This is an optimization exercise on Yosys and OpenROAD, whose aim is small area, not a production implementation.
In this exercise RTL edits were held to simulation tests only and were not proved equivalent to the original.

==> flow/design.v, too long to show whole: its modules and the start of the top module <==
// module DCT_1D: 1378 lines
// module DCT_2D: 1384 lines
// module TPmem_1: 26 lines
// module TPmem_2: 26 lines
// module counter1: 11 lines
// module dct2d_top: 18 lines
module dct2d_top (clk, rst_n, pix_row, coef_row);
  // ...
==> flow/run.sh <==
#!/bin/bash
# synth_recipe.tcl (not shown) runs the flow's synth.tcl, then flattens the netlist and writes it again
# the make line also repeats each setting of config.mk as NAME=value (left out here)
make -C /OpenROAD-flow-scripts/flow DESIGN_CONFIG=/design/flow/config.mk WORK_HOME=/design/flow/orfs CLKGATE_MAP_FILE= SYNTH_SCRIPT=/design/flow/synth_recipe.tcl finish
==> flow/config.mk <==
export PLATFORM = sky130hd
export DESIGN_NAME = dct2d_top
export DESIGN_NICKNAME = dct2d_top
export VERILOG_FILES = /design/flow/design.v
export SDC_FILE = /design/flow/constraint.sdc
export NUM_CORES = 4
export LEC_CHECK = 0
export CAP_MARGIN = 20
export CORE_MARGIN = 2
export CORE_UTILIZATION = 60
export CTS_BUF_LIST = sky130_fd_sc_hd__clkbuf_4
export SLEW_MARGIN = 20
==> flow/constraint.sdc <==
create_clock -name core_clock -period 12.0 [get_ports {clk}]
set_input_delay 2.4000 -clock core_clock [delete_from_list [all_inputs] [get_ports {clk}]]
set_output_delay 2.4000 -clock core_clock [all_outputs]
set_load 0.01 [all_outputs]
==> summary.txt, run 1 <==
* Status: complete, no violations
* Synth Area in XOR/XNOR at 1.16%
* # setup viols final at 0
* WHS Endpoint: TP2.lane[1].q[13]$_DFF_P_
* WL per Instance at 18.7 um
* Most common cell after layout, fill and taps aside: dfxtp_1
* Worst R2R Path Depth at 40
* Port bufs at 137
* Cell mode on critical path: fa_1
* Critical path peak fanout at 2
* Top cell type's share of synthesized area at 45.8%
* Setup crit end: TP1.lane[0].q[6]$_DFF_P_
* Register share of the cell area at 40.0%
* Die area at 0.100 mm2
* Period minus WS final at 11.75 ns
* Post-synth top area cell: dfxtp_1
* Clock root buffer: clkbuf_4
* Tap cells at 1276
* Avg Synthesized Cell Area at 12.7 um2
* DRT Pass-1 Iters at 7
* Multi-input gate area at 0.0274 mm2
* Post-synth top cells: 1340 x dfxtp_1, 1082 x inv_1, 846 x fa_1
* Initial Util at 60.6%
* Compound-Gate Fraction of Synth Area at 5.05%
* Multi-input gates at 2081
* Sequential cell count at 1340
* Clock Sinks at 1340
* Most frequent cells in the layout: 1338 x dfxtp_1, 1079 x inv_1, 815 x fa_1
* Biggest regs: TP1.lane.q (725), TP2.lane.q (612), cnt.count (3)
* FF+latch area at 0.0268 mm2
==> inputs of run 2 (changes only) <==
--- a/flow/config.mk
+++ b/flow/config.mk
@@ -7,6 +7,5 @@
 export LEC_CHECK = 0
 export CAP_MARGIN = 20
 export CORE_MARGIN = 2
-export CORE_UTILIZATION = 60
-export CTS_BUF_LIST = sky130_fd_sc_hd__clkbuf_4
+export CORE_UTILIZATION = 40
 export SLEW_MARGIN = 20
==> summary.txt, run 2 <==
* Clock slew at reported path FFs at 0.06 ns
* CTS H-tree depth at 3
* Post-synth top cells: 1340 x dfxtp_1, 1082 x inv_1, 846 x fa_1
* Final WL at 120 mm
* Most flop-heavy register: TP1.lane.q
* CP max stage delay at 0.57 ns
* Max stage delay cell, worst path: fa_2
* Final hold vios at 0
* Initial Util at 40.3% (-20 points)
* Placeable Area at 0.146 mm2
* First-pass GRT wire length at 192 mm
* Post-synth top area cell: dfxtp_1
* Critical path peak fanout at 4 (+2)
* Prevailing post-synth register cell: dfxtp_1
* Share of flip-flops with an asynchronous set or reset at 0%
* Row Count at 140
* Syn Inst Count at 4598
* Crit path capture type: register
* WP data required at 12.63 ns
* DRT Pass-1 Iters at 6 (-1)
* HPWL after DPL at 95.8 mm
* Initial antenna violation count at 1
* Slew margin rel. at 32.7%
* Crit share post-route at 97.7%
* Vias per cell at 4.44
* Routed Antenna Nets at 0
* Vias in the first global route at 34300
* Clock Latency Late Sink at 0.75 ns
* Slew Limit Fails at 0
* Share of cells above drive strength 1 at 13.4%
* Fmax at 0.0853 GHz
* Placed Cells at 6796
* Final Non-Filler Cells at 7034
* Skew final at 0.0794 ns
* #FFs+latches synth at 1340
* Type of origin of the critical path: input pin
* Num CTS Buffers at 120
* Die area at 0.150 mm2 (+49%)
* Top cell type's share of synthesized area at 45.8% (unchanged)
* GRT overflow at 0
* Most common cell in the netlist: dfxtp_1
* Yosys warns at 4
* Max FFs per register at 725
* Kind of critical path: input pin to register
* Worst Hold Class: register to register
* Mapped Area at 0.0586 mm2
* Synth unique cells at 56
* Biggest regs: TP1.lane.q (725), TP2.lane.q (612), cnt.count (3)
* Io pins at 162
* Clock root buffer: clkbuf_16
* Period minus WS final at 11.73 ns (-0.0214 ns)
* Clk buf depth at 3
* Chip height at 387 um
* WL per Instance at 17.1 um (-8.8%)
* Crit path DAT at 12.35 ns
* # setup viols final at 0 (unchanged)
* DIE WIDTH at 387 um
* Port bufs at 137 (unchanged)
* Drc violations at 0
* Clock Sinks at 1340 (unchanged)
* Post-layout nets at 6225
* Initial DRC count at 1524
* Routed vias at 31200
* Most common cell after layout, fill and taps aside: dfxtp_1
* Cell mode on critical path: fa_2
* Slew of the pin with the lowest slew margin at 1.01 ns
* Synth top area cells: dfxtp_1 46%, fa_1 29%, inv_1 6.9%
* Final Wtd Congestion at 0.935
* Pin count of the biggest net entering global routing at 73
* TritonCTS clock tree: done
* Tot GR Track Use at 16.5%
* Status: complete, no violations
* Most frequent cells in the layout: 1339 x dfxtp_1, 1064 x inv_1, 784 x fa_1
* Fillers at 13000
* Layout area overhead at 16.9%
* Max-cap violations at 0
* Seq/Total Area, Yosys at 45.8%
* Avg Synthesized Cell Area at 12.7 um2 (unchanged)
* Post-synth EDFFs at 0
## run 2: changes by cell type in the layout (fill, tap and decap cells not counted), sizes merged, moves of 9 or more
cell,delta
clkinv,-15
bufinv,+16
dlymetal6s2s,+13
clkdlybuf4s50,-15
inv,+9
clkbuf,-303
## run 2: area by class of cell
class | count | area, um2 | area share, %
clock inverters | 63 | 1000 | 1.46
well taps | 1917 | 2400 | 3.50
inverters | 1082 | 4060 | 5.93
repair buffers | 387 | 3300 | 4.81
diodes | 1 | 2.50 | 0.00365
clock buffers | 163 | 3380 | 4.94
multi-input cells | 2081 | 27500 | 40.2
flip-flops and latches | 1340 | 26800 | 39.2
## run 2: final timing paths
kind                             start                         to  slack [ns]  cells past startpoint
min          TP2.lane[4].q[47]$_DFF_P_  TP2.lane[4].q[59]$_DFF_P_        0.26                      0
max                        pix_row[56]   TP1.lane[4].q[6]$_DFF_P_        0.27                     35
min reg2reg  TP2.lane[4].q[47]$_DFF_P_  TP2.lane[4].q[59]$_DFF_P_        0.26                      0
max reg2reg    cnt.count[0]$_SDFF_PN1_   TP2.lane[0].q[2]$_DFF_P_        0.52                     39
## run 2: routing by layer
metal	routed length, um	global-route usage (%)	vias to the layer above
met4	3430	5.22	0
met5	0	0	-
met1	51700	20.8	15700
li1	-	-	14700
met2	60300	29.3	661
met3	4690	2.34	157
## run 2: logic make-up after synthesis
| kind of cell | Yosys count | synth area share (%) |
|---|---|---|
| flip-flops | 1340 | 45.8 |
| buffers and inverters | 1200 | 7.89 |
| AO/OA/AOI/OAI | 402 | 5.05 |
| adder cells (fa/ha/maj) | 1159 | 35.5 |
| multiplexers | 111 | 2.13 |
| other | 1 | 0.00640 |
| AND/OR/NAND/NOR | 309 | 2.43 |
| XOR/XNOR | 76 | 1.16 |
## run 2: what timing repair did
action	in CTS	in global routing
hold buffers	0	0
pin swaps	2	58
gates resized for setup	5	82
buffers inserted	0	11
setup endpoints to repair	2	24
## run 2: worst max-delay path: cells and delay by family
| kind | cells | cell delay, ns |
|---|---|---|
| buf+inv | 9 | 0.50 |
| fa+ha+maj | 23 | 9.06 |
| simple gates | 1 | 0.07 |
| compound gates | 2 | 0.33 |
## run 2: metrics by stage
step | TNS (ns) | cell area (um2) | setup WS (ns) | util, % | hold slack, ns
5_1_grt | -0.0000657 | 68500 | -0.0000657 | 47.1 | 0.257
3_3_place_gp | -8.03 | 63800 | -0.850 | 43.9 | 0.310
4_1_cts | -0.00751 | 68200 | -0.00751 | 46.9 | 0.257
3_5_place_dp | -9.41 | 63800 | -0.886 | 43.9 | 0.312
2_1_floorplan | -0.162 | 58800 | -0.0976 | - | 0.310
6_report | 0 | 68500 | 0.274 | 47.1 | 0.255
==> module TPmem_1, before the edit <==
module TPmem_1 (
  input             i_clk,
  input      [7:0]  i_sel,      
  input      [47:0] i_data,     
  output reg [63:0] o_data      
);
  genvar h;
  generate
    for (h = 0; h < 6; h = h + 1) begin : lane
      reg [8*(14+h)-1:0] q;
      always @(posedge i_clk)
        q <= {q[8*(13+h)-1:0], i_data[47-8*h -: 8]};
    end
  endgenerate
  integer r;
  always @(*) begin
    for (r = 0; r < 8; r = r + 1)
      o_data[63-8*r -: 8] =
          ({8{i_sel[0]}} & lane[0].q[8*(14+0-r)-1 -: 8])
        | ({8{i_sel[1]}} & lane[1].q[8*(14+1-r)-1 -: 8])
        | ({8{i_sel[2]}} & lane[2].q[8*(14+2-r)-1 -: 8])
        | ({8{i_sel[3]}} & lane[3].q[8*(14+3-r)-1 -: 8])
        | ({8{i_sel[4]}} & lane[4].q[8*(14+4-r)-1 -: 8])
        | ({8{i_sel[5]}} & lane[5].q[8*(14+5-r)-1 -: 8]);
  end
endmodule
==> module dct2d_top, before the edit <==
module dct2d_top (clk, rst_n, pix_row, coef_row);
  input clk, rst_n;
  input  [63:0] pix_row;
  output [95:0] coef_row;
  wire [2:0]  ph;           
  wire [63:0] DCT1_out;
  wire [63:0] DCT2_in;
  wire [95:0] DCT2_out;
  wire [71:0] TP2_out;
  counter1 cnt(ph, clk, rst_n);
  wire [7:0] col_sel = 8'b1 << ph;                  
  wire [7:0] row_sel = 8'b1 << (ph + 3'd2);         
  DCT_1D DCT1(pix_row, DCT1_out);
  TPmem_1 TP1(.i_clk(clk), .i_sel(col_sel), .i_data(DCT1_out[63:16]), .o_data(DCT2_in));
  DCT_2D DCT2(DCT2_in, DCT2_out, col_sel[0], col_sel[1]);
  TPmem_2 TP2(.i_clk(clk), .i_sel(row_sel), .i_data(DCT2_out[95:24]), .o_data(TP2_out));
  assign coef_row = {TP2_out, 24'b0};
endmodule
==> inputs of run 3 (changes only) <==
--- a/flow/design.v
+++ b/flow/design.v
@@ -2760,7 +2760,7 @@
       out = {z0[14:3], z1[14:3], z2[14:3], z3[14:3], z4[14:3], z5[14:3], 24'b0};
   end
 endmodule
-module TPmem_1 (
+module TPmem_1 #(parameter D = 14) (
   input             i_clk,
   input      [7:0]  i_sel,      
   input      [47:0] i_data,     
@@ -2769,21 +2769,21 @@
   genvar h;
   generate
     for (h = 0; h < 6; h = h + 1) begin : lane
-      reg [8*(14+h)-1:0] q;
+      reg [8*(D+h)-1:0] q;
       always @(posedge i_clk)
-        q <= {q[8*(13+h)-1:0], i_data[47-8*h -: 8]};
+        q <= {q[8*(D-1+h)-1:0], i_data[47-8*h -: 8]};
     end
   endgenerate
   integer r;
   always @(*) begin
     for (r = 0; r < 8; r = r + 1)
       o_data[63-8*r -: 8] =
-          ({8{i_sel[0]}} & lane[0].q[8*(14+0-r)-1 -: 8])
-        | ({8{i_sel[1]}} & lane[1].q[8*(14+1-r)-1 -: 8])
-        | ({8{i_sel[2]}} & lane[2].q[8*(14+2-r)-1 -: 8])
-        | ({8{i_sel[3]}} & lane[3].q[8*(14+3-r)-1 -: 8])
-        | ({8{i_sel[4]}} & lane[4].q[8*(14+4-r)-1 -: 8])
-        | ({8{i_sel[5]}} & lane[5].q[8*(14+5-r)-1 -: 8]);
+          ({8{i_sel[0]}} & lane[0].q[8*(D+0-r)-1 -: 8])
+        | ({8{i_sel[1]}} & lane[1].q[8*(D+1-r)-1 -: 8])
+        | ({8{i_sel[2]}} & lane[2].q[8*(D+2-r)-1 -: 8])
+        | ({8{i_sel[3]}} & lane[3].q[8*(D+3-r)-1 -: 8])
+        | ({8{i_sel[4]}} & lane[4].q[8*(D+4-r)-1 -: 8])
+        | ({8{i_sel[5]}} & lane[5].q[8*(D+5-r)-1 -: 8]);
   end
 endmodule
 module TPmem_2 (
@@ -2835,8 +2835,11 @@
   counter1 cnt(ph, clk, rst_n);
   wire [7:0] col_sel = 8'b1 << ph;                  
   wire [7:0] row_sel = 8'b1 << (ph + 3'd2);         
-  DCT_1D DCT1(pix_row, DCT1_out);
-  TPmem_1 TP1(.i_clk(clk), .i_sel(col_sel), .i_data(DCT1_out[63:16]), .o_data(DCT2_in));
+  reg [63:0] pix_q;        
+  always @(posedge clk)
+    pix_q <= pix_row;
+  DCT_1D DCT1(pix_q, DCT1_out);
+  TPmem_1 #(.D(13)) TP1(.i_clk(clk), .i_sel(col_sel), .i_data(DCT1_out[63:16]), .o_data(DCT2_in));
   DCT_2D DCT2(DCT2_in, DCT2_out, col_sel[0], col_sel[1]);
   TPmem_2 TP2(.i_clk(clk), .i_sel(row_sel), .i_data(DCT2_out[95:24]), .o_data(TP2_out));
   assign coef_row = {TP2_out, 24'b0};
--- a/flow/config.mk
+++ b/flow/config.mk
@@ -7,5 +7,5 @@
 export LEC_CHECK = 0
 export CAP_MARGIN = 20
 export CORE_MARGIN = 2
-export CORE_UTILIZATION = 40
+export CORE_UTILIZATION = 60
 export SLEW_MARGIN = 20
==> summary.txt, run 3 <==
* Status: complete, no violations
* Port bufs at 137 (unchanged)
* Die area at 0.101 mm2 (-33%)
* R2r setup slk at 0.52 ns (about the same)
* Most common cell in the netlist: dfxtp_1
* Fin util at 68.0% (+21 points)
* Io pins at 162 (unchanged)
* Crit share post-route at 95.6% (-2.1 points)
* First-pass GRT wire length at 194 mm (+1.1%)
* Max-cap violations at 0 (unchanged)
* Type of origin of the critical path: register
* Final Wtd Congestion at 0.909 (-2.8%)
* Fmax at 0.0871 GHz (+2.2%)
* Post-synth EDFFs at 0 (unchanged)
* Initial antenna violation count at 0 (-1)
* Kind of critical path: register to register
* Prevailing post-synth register cell: dfxtp_1
* Placeable Area at 0.0980 mm2 (-33%)
* Top cell type's share of synthesized area at 46.1% (+0.36 points)
* Share of cells above drive strength 1 at 8.12% (-5.3 points)
* Crit path capture type: register
* Max stage delay cell, worst path: fa_1
* Worst R2R Path Depth at 34 (-13%)
* Skew final at 0.0312 ns (-0.0482 ns)
* Critical path peak fanout at 5 (+1)
* Worst Hold Class: register to register
* Most flop-heavy register: TP1.lane.q
* Slew of the pin with the lowest slew margin at 0.985 ns (-0.0250 ns)
* Pre-CTS setup slack at 0.240 ns (+1.13 ns)
* Hold_sp: TP1.lane[3].q[51]$_DFF_P_
* Initial Util at 60.2% (+20 points)
* Final hold vios at 0 (unchanged)
* Vias per cell at 4.95 (+11%)
* Final Non-Filler Cells at 6252 (-11%)
* Hold path cells at 0 (unchanged)
* Routed Antenna Nets at 0 (unchanged)
* Crit path DAT at 12.10 ns (-0.25 ns)
* Max FFs per register at 681 (-6.1%)
* Seq/Total Area, Yosys at 46.1% (+0.36 points)
* WP data required at 12.63 ns (about the same)
* Num CTS Buffers at 133 (+11%)
* R2R Path End: TP1.lane[4].q[6]$_DFF_P_
* HPWL after DPL at 98.4 mm (+2.7%)
* DIE WIDTH at 318 um (-18%)
* Avg Synthesized Cell Area at 12.8 um2 (+0.39%)
* Clock Sinks at 1360 (+1.5%)
* Slew Limit Fails at 0 (unchanged)
* Clock root buffer: clkbuf_16
* Pin count of the biggest net entering global routing at 73 (unchanged)
* Post-synth top area cell: dfxtp_1
* Routed vias at 30900 (-0.97%)
* Share of flip-flops with an asynchronous set or reset at 0% (unchanged)
* DRT Pass-1 Iters at 5 (-1)
* Placed cell area at 0.0620 mm2 (-2.9%)
* Clock Latency Late Sink at 0.73 ns (-0.02 ns)
* Yosys warns at 5 (+1)
* Syn Inst Count at 4612 (+0.30%)
* Vias in the first global route at 34000 (-0.82%)
* Worst R2R Start: pix_q[24]$_DFF_P_
* Setup TNS at 0 ns (unchanged)
* Tot GR Track Use at 25.6% (+9.0 points)
* Fillers at 7261 (-44%)
* Row Count at 115 (-18%)
* WHS Endpoint: TP1.lane[3].q[59]$_DFF_P_
* Layout area overhead at 12.9%
* CP max stage delay at 0.71 ns (+0.14 ns)
* Most common cell after layout, fill and taps aside: dfxtp_1
* Slew margin rel. at 34.3% (+1.7 points)
* Hold_ws at 0.314 ns (+0.0591 ns)
* CTS H-tree depth at 4 (+1)
* Chip height at 318 um (-18%)
* Period minus WS final at 11.48 ns (-0.250 ns)
* Post-route cell area at 0.0666 mm2 (-2.7%)
* Most frequent cells in the layout: 1359 x dfxtp_1, 1083 x inv_1, 845 x fa_1
* Mapped Area at 0.0590 mm2 (+0.70%)
* WL per Instance at 19.7 um (+15%)
* Synth unique cells at 58 (+3.6%)
* Final setup margin at 0.524 ns (+0.250 ns)
* Cell mode on critical path: fa_1
* Biggest regs: TP1.lane.q (681), TP2.lane.q (612), pix_q (64)
* Final WL at 123 mm (+2.3%)
* Initial DRC count at 1653 (+8.5%)
* Drc violations at 0 (unchanged)
* Post-synth top cells: 1360 x dfxtp_1, 1083 x inv_1, 846 x fa_1
* #FFs+latches synth at 1360 (+1.5%)
* GRT overflow at 0 (unchanged)
* Synth top area cells: dfxtp_1 46%, fa_1 29%, inv_1 6.9%
* Clk buf depth at 3 (unchanged)
* TritonCTS clock tree: done
* Post-layout nets at 6075 (-2.4%)
* # setup viols final at 0 (unchanged)
* RSZ-0062 raised after global routing: no
* Placed Cells at 6010 (-12%)
* Clock slew at reported path FFs at 0.06 ns (about the same)
## run 3: cell count changes in the layout (fill, tap and decap cells not counted), sizes merged, moves of 7 or more
| cell | before | now |
|---|---|---|
| a22oi | 266 | 284 |
| nand2 | 120 | 107 |
| buf | 250 | 72 |
| dfxtp | 1340 | 1360 |
| clkdlybuf4s50 | 122 | 137 |
| a22o | 1 | 8 |
| clkbuf | 165 | 193 |
| mux2 | 110 | 94 |
| dlymetal6s2s | 13 | 0 |
| bufinv | 18 | 8 |
## run 3: layer usage
layer	up-vias	track usage (%)	share of wire [%]
li1	14500	-	-
met1	15600	30.5	40
met2	636	46.6	53
met3	206	3.64	3.5
met4	0	10.2	3.7
met5	-	0	0
## run 3: how the worst max path moves through the flow
| stage | from | to | slack [ns] |
|---|---|---|---|
| after floorplan | cnt.count[2]$_SDFF_PN0_ | TP2.lane[0].q[0]$_DFF_P_ | 0.87 |
| after global placement | cnt.count[1]$_SDFF_PN0_ | TP2.lane[0].q[0]$_DFF_P_ | 0.41 |
| after detailed placement | cnt.count[1]$_SDFF_PN0_ | TP2.lane[0].q[2]$_DFF_P_ | 0.24 |
| after CTS | cnt.count[2]$_SDFF_PN0_ | TP2.lane[0].q[2]$_DFF_P_ | 0.23 |
| after global routing | pix_q[0]$_DFF_P_ | TP1.lane[4].q[6]$_DFF_P_ | 0.002 |
| final | pix_q[24]$_DFF_P_ | TP1.lane[4].q[6]$_DFF_P_ | 0.52 |
## run 3: cell type report
type	instances	area, um2	area share (%)
Antenna cell	1	2.50	0.00376
Clock buffer	193	3940	5.91
Clock inverter	44	627	0.941
Inverter	1083	4070	6.10
Multi-Input combinational cell	2075	27200	40.9
Sequential cell	1360	27200	40.9
Tap cell	1287	1610	2.42
Timing Repair Buffer	209	1940	2.91
## run 3: worst max-delay path, delay by kind of cell (launching register included)
kind,cells,cell delay (ns)
flops,1,0.35
simple gates,1,0.08
buf+inv,8,0.60
compound gates,2,0.36
fa+ha+maj,23,9.96
## run 3: what timing repair did
item / CTS / global route
buffers inserted: 0 / 4
hold buffers: 0 / 0
gates resized for setup: 0 / 12
setup endpoints to repair: 0 / 22
## run 3: cell families after synthesis
logic type	Yosys count	synth area share (%)
xor+xnor	73	1.11
mux	95	1.81
buf+inv	1200	7.95
simple gates	298	2.38
flops	1360	46.1
compound gates	425	5.30
other cells	1	0.00636
fa+ha+maj	1160	35.3
==> inputs of run 4 (changes only) <==
--- a/flow/config.mk
+++ b/flow/config.mk
@@ -7,5 +7,7 @@
 export LEC_CHECK = 0
 export CAP_MARGIN = 20
 export CORE_MARGIN = 2
-export CORE_UTILIZATION = 60
+export CORE_UTILIZATION = 70
+export CTS_CLUSTER_DIAMETER = 100
+export CTS_CLUSTER_SIZE = 30
 export SLEW_MARGIN = 20
==> summary.txt, run 4 <==
* # setup viols final at 0 (unchanged)
* DRT Pass-1 Iters at 8 (+3)
* Max stage delay cell, worst path: fa_1
* Num CTS Buffers at 55 (-59%)
* HPWL after DPL at 93.8 mm (-4.7%)
* Yosys warns at 5 (unchanged)
* Clk buf depth at 3 (unchanged)
* Initial antenna violation count at 5 (+5)
* Final hold vios at 0 (unchanged)
* Most frequent cells in the layout: 1359 x dfxtp_1, 1083 x inv_1, 845 x fa_1
* Io pins at 162 (unchanged)
* Drc violations at 0 (unchanged)
* Vias in the first global route at 33400 (-1.8%)
* Max-cap violations at 0 (unchanged)
* RSZ-0062 raised after global routing: no
* Clock Sinks at 1360 (unchanged)
* DIE WIDTH at 294 um (-7.3%)
* Crit share post-route at 95.7% (about the same)
* Die area at 0.0866 mm2 (-14%)
* Pre-CTS setup slack at 0.296 ns (+0.0565 ns)
* Layout area overhead at 7.36%
* CP max stage delay at 0.71 ns (about the same)
* Chip height at 294 um (-7.3%)
* Clock root buffer: clkbuf_16
* Slew of the pin with the lowest slew margin at 0.987 ns (+0.00250 ns)
* Kind of critical path: register to register
* Most flop-heavy register: TP1.lane.q
* Final WL at 117 mm (-4.4%)
* Type of origin of the critical path: register
* Critical path peak fanout at 5 (unchanged)
* Avg Synthesized Cell Area at 12.8 um2 (unchanged)
* Slew margin rel. at 34.2% (-0.17 points)
* Crit path DAT at 12.09 ns (about the same)
* Routed Antenna Nets at 0 (unchanged)
* Syn Inst Count at 4612 (unchanged)
* First-pass GRT wire length at 185 mm (-4.6%)
* TritonCTS clock tree: done
* Post-layout nets at 5985 (-1.5%)
* Vias per cell at 5.24 (+6.0%)
* GRT overflow at 0 (unchanged)
* Max FFs per register at 681 (unchanged)
* Initial Util at 70.6% (+10 points)
* Placeable Area at 0.0836 mm2 (-15%)
* Final Wtd Congestion at 0.960 (+5.6%)
* Initial DRC count at 1480 (-10%)
* Row Count at 106 (-7.8%)
* Port bufs at 137 (unchanged)
* Skew final at 0.0513 ns (+0.0202 ns)
* Prevailing post-synth register cell: dfxtp_1
* Most common cell in the netlist: dfxtp_1
* Final setup margin at 0.513 ns (-0.0111 ns)
* Mapped Area at 0.0590 mm2 (unchanged)
* WP data required at 12.60 ns (-0.03 ns)
* Clock Latency Late Sink at 0.68 ns (-0.05 ns)
* Post-synth top area cell: dfxtp_1
* Top cell type's share of synthesized area at 46.1% (unchanged)
* Fillers at 5507 (-24%)
* Tot GR Track Use at 28.5% (+2.9 points)
* Clock slew at reported path FFs at 0.11 ns (+0.05 ns)
* Pin count of the biggest net entering global routing at 73 (unchanged)
* Setup TNS at 0 ns (unchanged)
* Hold_ws at 0.301 ns (-0.0138 ns)
* Worst Hold Class: register to register
* Status: complete, no violations
* WL per Instance at 20.0 um (+1.9%)
* Most common cell after layout, fill and taps aside: dfxtp_1
* Slew Limit Fails at 0 (unchanged)
* Period minus WS final at 11.49 ns (+0.0111 ns)
* Crit path capture type: register
* Biggest regs: TP1.lane.q (681), TP2.lane.q (612), pix_q (64)
* Post-synth EDFFs at 0 (unchanged)
* Routed vias at 30700 (-0.59%)
* Fmax at 0.0871 GHz (about the same)
* #FFs+latches synth at 1360 (unchanged)
* Synth top area cells: dfxtp_1 46%, fa_1 29%, inv_1 6.9%
* Cell mode on critical path: fa_1
* Post-synth top cells: 1360 x dfxtp_1, 1083 x inv_1, 846 x fa_1
* Share of flip-flops with an asynchronous set or reset at 0% (unchanged)
* Seq/Total Area, Yosys at 46.1% (unchanged)
* Synth unique cells at 58 (unchanged)
* CTS H-tree depth at 2 (-2)
* Share of cells above drive strength 1 at 5.12% (-3.0 points)
run 4: cell count changes in the layout (fill, tap and decap cells not counted), sizes merged:
cell,delta
inv,-7
clkbuf,-136
clkinvlp,-4
bufinv,-8
buf,-12
clkinv,-14
run 4: logic make-up after synthesis:
group           Yosys count  share of synthesized area, %
other cells               1                       0.00636
xor+xnor                 73                          1.11
mux                      95                          1.81
fa+ha+maj              1160                          35.3
buf+inv                1200                          7.95
compound gates          425                          5.30
flops                  1360                          46.1
simple gates            298                          2.38
run 4: path summary, 6_finish.rpt:
path	from	end	slack, ns	cells after the start
worst max-delay path	pix_q[0]$_DFF_P_	TP1.lane[4].q[6]$_DFF_P_	0.51	34
worst min-delay path	TP1.lane[3].q[10]$_DFF_P_	TP1.lane[3].q[18]$_DFF_P_	0.30	0
worst max register to register	pix_q[0]$_DFF_P_	TP1.lane[4].q[6]$_DFF_P_	0.51	34
worst min register to register	TP1.lane[3].q[10]$_DFF_P_	TP1.lane[3].q[18]$_DFF_P_	0.30	0
run 4: layout make-up:
| class | count | area (um2) | area share [%] |
|---|---|---|---|
| Sequential cell | 1360 | 27200 | 43.0 |
| Antenna cell | 1 | 2.50 | 0.00395 |
| Clock buffer | 57 | 1410 | 2.22 |
| Multi-Input combinational cell | 2075 | 27200 | 43.0 |
| Tap cell | 1080 | 1350 | 2.13 |
| Timing Repair Buffer | 197 | 1830 | 2.88 |
| Inverter | 1083 | 4070 | 6.42 |
| Clock inverter | 11 | 234 | 0.369 |
run 4: critical path, delay by kind of cell (launching register included):
family,cells,cell delay [ns]
AND/OR/NAND/NOR,1,0.08
AO/OA/AOI/OAI,2,0.36
adder cells (fa/ha/maj),23,10.00
flip-flops,1,0.34
buffers and inverters,8,0.62
run 4: routing by layer:
metal	wire length [um]	share of wire (%)	vias up	GRT usage [%]
li1	-	-	14200	-
met1	44900	38	15600	34.5
met2	61900	53	745	52.0
met3	5330	4.5	202	3.63
met4	5340	4.5	6	10.9
met5	40	0.034	-	0
run 4: timing repair:
action                     4_1_cts  5_1_grt
setup endpoints to repair        0       10
setup buffers                    0        1
hold buffers                     0        0
gates resized for setup          0        6
run 4: metrics by stage:
step,instance area [um2],util (%),cells
3_3_place_gp,61700,73.8,5794
3_5_place_dp,61700,73.8,5794
5_1_grt,63300,75.8,5863
4_1_cts,63300,75.8,5862
2_1_floorplan,59100,-,4635
6_report,63300,75.8,5864
==> inputs of run 5 (changes only) <==
--- a/flow/config.mk
+++ b/flow/config.mk
@@ -7,7 +7,5 @@
 export LEC_CHECK = 0
 export CAP_MARGIN = 20
 export CORE_MARGIN = 2
-export CORE_UTILIZATION = 70
-export CTS_CLUSTER_DIAMETER = 100
-export CTS_CLUSTER_SIZE = 30
+export CORE_UTILIZATION = 40
 export SLEW_MARGIN = 20
==> summary.txt, run 5 <==
* Synth top area cells: dfxtp_1 46%, fa_1 29%, inv_1 6.9%
* GRT overflow at 0 (unchanged)
* Setup TNS at 0 ns (unchanged)
* CP max stage delay at 0.75 ns (+0.04 ns)
* Post-synth EDFFs at 0 (unchanged)
* Crit share post-route at 95.9% (+0.14 points)
* Initial DRC count at 1523 (+2.9%)
* Num CTS Buffers at 131 (+140%)
* Avg Synthesized Cell Area at 12.8 um2 (unchanged)
* Die area at 0.151 mm2 (+74%)
* Most common cell in the netlist: dfxtp_1
* Skew final at 0.0471 ns (-0.00427 ns)
* Post-route cell area at 0.0674 mm2 (+6.5%)
* Top delay family on crit path: adder cells
* # setup viols final at 0 (unchanged)
* HPWL after DPL at 95.2 mm (+1.5%)
* Worst path bufs/invs at 6 (-2)
* Final hold vios at 0 (unchanged)
* Post-synth top cells: 1360 x dfxtp_1, 1083 x inv_1, 846 x fa_1
* Status: complete, no violations
* Max FFs per register at 681 (unchanged)
* Tot GR Track Use at 16.6% (-12 points)
* Final setup margin at 0.496 ns (-0.0168 ns)
* DIE WIDTH at 388 um (+32%)
* Io pins at 162 (unchanged)
* Layout area overhead at 14.3%
* Drc violations at 0 (unchanged)
* Clock root buffer: clkbuf_16
* WP data required at 12.61 ns (about the same)
* TritonCTS clock tree: done
* Biggest regs: TP1.lane.q (681), TP2.lane.q (612), pix_q (64)
* Pin count of the biggest net entering global routing at 73 (unchanged)
* Share of cells above drive strength 1 at 8.17% (+3.0 points)
* Clock slew at reported path FFs at 0.06 ns (-0.05 ns)
* Final Non-Filler Cells at 6887 (+17%)
* Fmax at 0.0869 GHz (-0.15%)
* Fin util at 46.2% (-30 points)
* Max stage delay cell, worst path: buf_4
* Worst Hold Class: register to register
* WL per Instance at 17.6 um (-12%)
* Cell mode on critical path: fa_1
* Most flop-heavy register: TP1.lane.q
* Crit path DAT at 12.12 ns (+0.03 ns)
* Final Wtd Congestion at 0.894 (-6.9%)
* Seq/Total Area, Yosys at 46.1% (unchanged)
* Max-cap violations at 0 (unchanged)
* Yosys warns at 5 (unchanged)
* Final WL at 121 mm (+2.9%)
* Slew Limit Fails at 0 (unchanged)
* Clock Sinks at 1360 (unchanged)
* Slew of the pin with the lowest slew margin at 1.03 ns (+0.0399 ns)
* #FFs+latches synth at 1360 (unchanged)
* Clock Latency Late Sink at 0.76 ns (+0.08 ns)
* Synth unique cells at 58 (unchanged)
* Type of origin of the critical path: register
* Initial antenna violation count at 0 (-5)
* Most frequent cells in the layout: 1359 x dfxtp_1, 1083 x inv_1, 846 x fa_1
* Port bufs at 137 (unchanged)
* Routed vias at 30900 (+0.61%)
* CTS H-tree depth at 4 (+2)
* Share of flip-flops with an asynchronous set or reset at 0% (unchanged)
* Period minus WS final at 11.50 ns (+0.0168 ns)
* Placeable Area at 0.146 mm2 (+75%)
* Crit path capture type: register
* Slew margin rel. at 31.5% (-2.7 points)
* Row Count at 140 (+32%)
* Most common cell after layout, fill and taps aside: dfxtp_1
* Clk buf depth at 3 (unchanged)
* Top cell type's share of synthesized area at 46.1% (unchanged)
* Placed cell area at 0.0628 mm2 (+1.8%)
* Chip height at 388 um (+32%)
* Mapped Area at 0.0590 mm2 (unchanged)
* Vias in the first global route at 33900 (+1.3%)
* Prevailing post-synth register cell: dfxtp_1
* Routed Antenna Nets at 0 (unchanged)
* DRT Pass-1 Iters at 5 (-3)
* Post-synth top area cell: dfxtp_1
* Post-layout nets at 6080 (+1.6%)
* Syn Inst Count at 4612 (unchanged)
* Diodes inserted at 0 (-1)
* Initial Util at 40.4% (-30 points)
* Placed Cells at 6643 (+15%)
* First-pass GRT wire length at 192 mm (+3.5%)
* Critical path peak fanout at 68 (+63)
* Kind of critical path: register to register
* Vias per cell at 4.49 (-14%)
* Pre-CTS setup slack at 0.198 ns (-0.0985 ns)
[run 5: cell counts after synthesis]
Identical to the previous run, type by type.
[run 5: logic make-up (layout without fill, tap and decap cells)]
family                     count (synthesis)  in the layout  synth area share, %
AOI/OAI and AO/OA                        425            425                 5.30
xor gates and xnor gates                  73             73                 1.11
adders and majority gates               1160           1160                 35.3
buffers and inverters                   1200           1534                 7.95
DFF                                     1360           1360                 46.1
muxes                                     95             95                 1.81
other                                      1             24              0.00636
and+or+nand+nor                          298            299                 2.38
[run 5: routing by layer]
layer	vias up	wire length (um)	global-route usage [%]
li1	14500	-	-
met1	15600	50700	20.4
met2	657	61000	29.1
met3	173	5290	3.00
met4	0	3960	5.82
met5	-	0	0
[run 5: per-stage QoR]
| stage | hold slack (ns) |
|---|---|
| floorplan | 0.310 |
| global placement | 0.310 |
| detailed placement | 0.312 |
| CTS | 0.306 |
| global route | 0.312 |
| finish | 0.308 |
[run 5: timing repair]
action	4_1_cts	5_1_grt
gates resized for setup	0	6
hold buffers	0	0
endpoints found under the hold margin	0	0
setup endpoints to repair	0	20
buffers inserted	0	7
[run 5: worst paths after layout]
check,from,end,slack [ns],cells after the start
hold / removal,TP1.lane[4].q[55]$_DFF_P_,TP1.lane[4].q[63]$_DFF_P_,0.31,0
hold reg to reg,TP1.lane[4].q[55]$_DFF_P_,TP1.lane[4].q[63]$_DFF_P_,0.31,0
setup reg to reg,cnt.count[2]$_SDFF_PN0_,TP2.lane[1].q[7]$_DFF_P_,0.50,32
setup / recovery,cnt.count[2]$_SDFF_PN0_,TP2.lane[1].q[7]$_DFF_P_,0.50,32
[run 5: final cells by class]
class | count | area (um2)
flip-flops and latches | 1360 | 27200
clock buffers | 187 | 3790
repair buffers | 215 | 1980
multi-input cells | 2076 | 27200
clock inverters | 49 | 751
inverters | 1083 | 4070
well taps | 1917 | 2400
fillers | 13100 | 78700
==> inputs of run 6 (changes only) <==
--- a/flow/config.mk
+++ b/flow/config.mk
@@ -7,5 +7,7 @@
 export LEC_CHECK = 0
 export CAP_MARGIN = 20
 export CORE_MARGIN = 2
-export CORE_UTILIZATION = 40
+export CORE_UTILIZATION = 75
+export CTS_CLUSTER_DIAMETER = 80
+export CTS_CLUSTER_SIZE = 35
 export SLEW_MARGIN = 20
==> summary.txt, run 6 <==
* Clock slew at reported path FFs at 0.12 ns (+0.06 ns)
* Most flop-heavy register: TP1.lane.q
* Biggest regs: TP1.lane.q (681), TP2.lane.q (612), pix_q (64)
* Avg Synthesized Cell Area at 12.8 um2 (unchanged)
* Clock root buffer: clkbuf_16
* Post-synth top area cell: dfxtp_1
* Post-synth EDFFs at 0 (unchanged)
* Slew Limit Fails at 0 (unchanged)
* Post-layout nets at 5975 (-1.7%)
* Pre-CTS setup slack at 0.271 ns (+0.0734 ns)
* Seq/Total Area, Yosys at 46.1% (unchanged)
* FF+latch area at 0.0272 mm2 (unchanged)
* Yosys warns at 5 (unchanged)
* Critical path peak fanout at 33 (-51%)
* Mapped Area at 0.0590 mm2 (unchanged)
* First-pass GRT wire length at 192 mm (about the same)
* RSZ-0062 raised after global routing: no
* Multi-input gate area at 0.0273 mm2 (+0.23%)
* Crit path capture type: register
* Post-route cell area at 0.0633 mm2 (-6.1%)
* Placed Cells at 5746 (-14%)
* Setup TNS at 0 ns (unchanged)
* Share of flip-flops with an asynchronous set or reset at 0% (unchanged)
* CTS H-tree depth at 2 (-2)
* Slew margin rel. at 27.8% (-3.7 points)
* Vias per cell at 5.38 (+20%)
* Final Wtd Congestion at 0.962 (+7.7%)
* Share of cells above drive strength 1 at 5.19% (-3.0 points)
* TritonCTS clock tree: done
* DIE WIDTH at 284 um (-27%)
* Final Non-Filler Cells at 5822 (-15%)
* Slew of the pin with the lowest slew margin at 1.07 ns (+0.0474 ns)
* Period minus WS final at 11.52 ns (+0.0180 ns)
* Hold path cells at 0 (unchanged)
* Vias in the first global route at 34300 (+1.4%)
* Clock Latency Late Sink at 0.68 ns (-0.08 ns)
* R2R Path End: TP2.lane[1].q[6]$_DFF_P_
* Clock Sinks at 1360 (unchanged)
* Worst Hold Class: register to register
* Most frequent cells in the layout: 1359 x dfxtp_1, 1083 x inv_1, 843 x fa_1
* Num CTS Buffers at 50 (-62%)
* CP max stage delay at 0.66 ns (-0.09 ns)
* Max stage delay cell, worst path: fa_2
* Placeable Area at 0.0777 mm2 (-47%)
* Synth unique cells at 58 (unchanged)
* Layout violations: antenna rules
* Fmax at 0.0868 GHz (-0.16%)
* Layout area overhead at 7.34%
* Pin count of the biggest net entering global routing at 73 (unchanged)
* Row Count at 102 (-27%)
* Routed vias at 31300 (+1.2%)
* Final setup margin at 0.478 ns (-0.0180 ns)
* WL per Instance at 20.9 um (+19%)
* Routed Antenna Nets at 1 (+1)
* Syn Inst Count at 4612 (unchanged)
* Clk buf depth at 3 (unchanged)
* Most common cell after layout, fill and taps aside: dfxtp_1
* Drc violations at 0 (unchanged)
* Die area at 0.0809 mm2 (-46%)
* Chip height at 284 um (-27%)
* Post-synth top cells: 1360 x dfxtp_1, 1083 x inv_1, 846 x fa_1
* Status: finished with violations
* Prevailing post-synth register cell: dfxtp_1
* Crit share post-route at 96.0% (+0.15 points)
* Initial DRC count at 2086 (+37%)
* Skew final at 0.0677 ns (+0.0206 ns)
* Top delay family on crit path: adder cells
* Placed cell area at 0.0616 mm2 (-1.9%)
* Final hold vios at 0 (unchanged)
* Crit path DAT at 12.12 ns (about the same)
* Max FFs per register at 681 (unchanged)
* Port bufs at 137 (unchanged)
* Fin util at 81.5% (+35 points)
* # setup viols final at 0 (unchanged)
* Tot GR Track Use at 31.4% (+15 points)
* Initial antenna violation count at 3 (+3)
* Hold_ws at 0.288 ns (-0.0201 ns)
* Top cell type's share of synthesized area at 46.1% (unchanged)
* WHS Endpoint: TP2.lane[5].q[17]$_DFF_P_
* GRT overflow at 0 (unchanged)
* WP data required at 12.60 ns (about the same)
* Worst R2R Start: cnt.count[2]$_SDFF_PN0_
* Most common cell in the netlist: dfxtp_1
* Final WL at 122 mm (+0.76%)
* Worst R2R Path Depth at 34 (+6.3%)
* Initial Util at 75.9% (+36 points)
* Type of origin of the critical path: register
* Max-cap violations at 0 (unchanged)
* #FFs+latches synth at 1360 (unchanged)
* Worst path bufs/invs at 6 (unchanged)
* Synth top area cells: dfxtp_1 46%, fa_1 29%, inv_1 6.9%
* Fillers at 4374 (-67%)
* R2r setup slk at 0.48 ns (-0.02 ns)
* HPWL after DPL at 96.3 mm (+1.2%)
* Io pins at 162 (unchanged)
* Cell mode on critical path: fa_1
* Kind of critical path: register to register
* Hold_sp: TP2.lane[5].q[5]$_DFF_P_
* DRT Pass-1 Iters at 8 (+3)
## run 6: changes by cell type in the layout (fill, tap and decap cells not counted), sizes merged, moves of 3 or more
cell,previous run,this run
clkbuf,187,53
clkinv,32,10
diode,0,5
bufinv,6,1
clkinvlp,4,1
buf,78,52
inv,1090,1086
## run 6: logic make-up (layout without fill, tap and decap cells)
group / count (synthesis) / after routing / synth area share [%]
AO/OA/AOI/OAI: 425 / 425 / 5.30
XOR/XNOR: 73 / 73 / 1.11
adder cells (fa/ha/maj): 1160 / 1160 / 35.3
buffers and inverters: 1200 / 1340 / 7.95
flip-flops: 1360 / 1360 / 46.1
multiplexers: 95 / 95 / 1.81
other: 1 / 29 / 0.00636
AND/OR/NAND/NOR: 298 / 300 / 2.38
## run 6: worst max path at each step
stage / depth (start not counted) / slack, ns / endpoint / from
floorplan: 39 / 0.87 / TP2.lane[0].q[0]$_DFF_P_ / cnt.count[2]$_SDFF_PN0_
global placement: 36 / 0.56 / TP2.lane[0].q[0]$_DFF_P_ / cnt.count[0]$_SDFF_PN1_
detailed placement: 35 / 0.27 / TP2.lane[0].q[0]$_DFF_P_ / cnt.count[1]$_SDFF_PN0_
CTS: 35 / 0.19 / TP2.lane[1].q[6]$_DFF_P_ / cnt.count[0]$_SDFF_PN1_
global route: 36 / 0.05 / TP2.lane[0].q[2]$_DFF_P_ / cnt.count[2]$_SDFF_PN0_
finish: 34 / 0.48 / TP2.lane[1].q[6]$_DFF_P_ / cnt.count[2]$_SDFF_PN0_
## run 6: what timing repair did
action                                  in CTS  in global routing
endpoints found under the setup margin       0                 22
gates resized for setup                      0                 18
setup buffers                                0                  1
hold buffers                                 0                  0
## run 6: metal layers
layer / up-vias / wire [um] / GRT usage [%]
li1: 14200 / - / -
met1: 15900 / 47000 / 39.3
met2: 964 / 61400 / 54.5
met3: 289 / 6430 / 4.10
met4: 2 / 6970 / 15.1
met5: - / 13 / 0
## run 6: cell type report
class | instances | share of cell area, %
Multi-Input combinational cell | 2077 | 43.1
Sequential cell | 1360 | 43.0
Inverter | 1083 | 6.42
Timing Repair Buffer | 190 | 2.88
Tap cell | 1040 | 2.05
Clock buffer | 52 | 2.04
Clock inverter | 15 | 0.514
Antenna cell | 5 | 0.0198

## separate check: timing with driven ports
The flow's constraints put no driver on any port. The routed layouts listed below were extracted and timed again, unchanged, in two steps. Step 1 assumes that a clkbuf_16 drives the clock port and a buf_2 every other input. Step 2, shift: input delay + t, output delay - t, t = (earliest + latest rising clock arrival at the registers) / 2. This alone moves slack from input paths to output paths. Slacks: no drivers / after step 1 / after step 2; pairs: no drivers / after step 1.
| run | t, ns | slack for setup (ns) | worst setup path at the end | clock arrival spread, ns | cell pins on the clock port's net |
|---|---|---|---|---|---|
| run 1 | 1.155 | 0.253 / 0.302 / -0.853 | input to register | 0.146 / 0.145 | 1 |
| run 2 | 0.777 | 0.274 / 0.326 / -0.451 | input to register | 0.087 / 0.088 | 1 |
| run 3 | 0.795 | 0.524 / 0.524 / 0.524 | register to register | 0.034 / 0.034 | 1 |
| run 4 | 0.732 | 0.513 / 0.513 / 0.513 | register to register | 0.057 / 0.056 | 1 |
| run 5 | 0.808 | 0.496 / 0.496 / 0.496 | register to register | 0.052 / 0.052 | 1 |
| run 6 | 0.713 | 0.478 / 0.478 / 0.478 | register to register | 0.069 / 0.069 | 1 |
With both steps, setup timing fails in run 1 and run 2, where it was met with ideal ports. The setup slack of run 1, which loses most, moves by +0.049 ns with the drivers and by -1.106 ns with both steps.
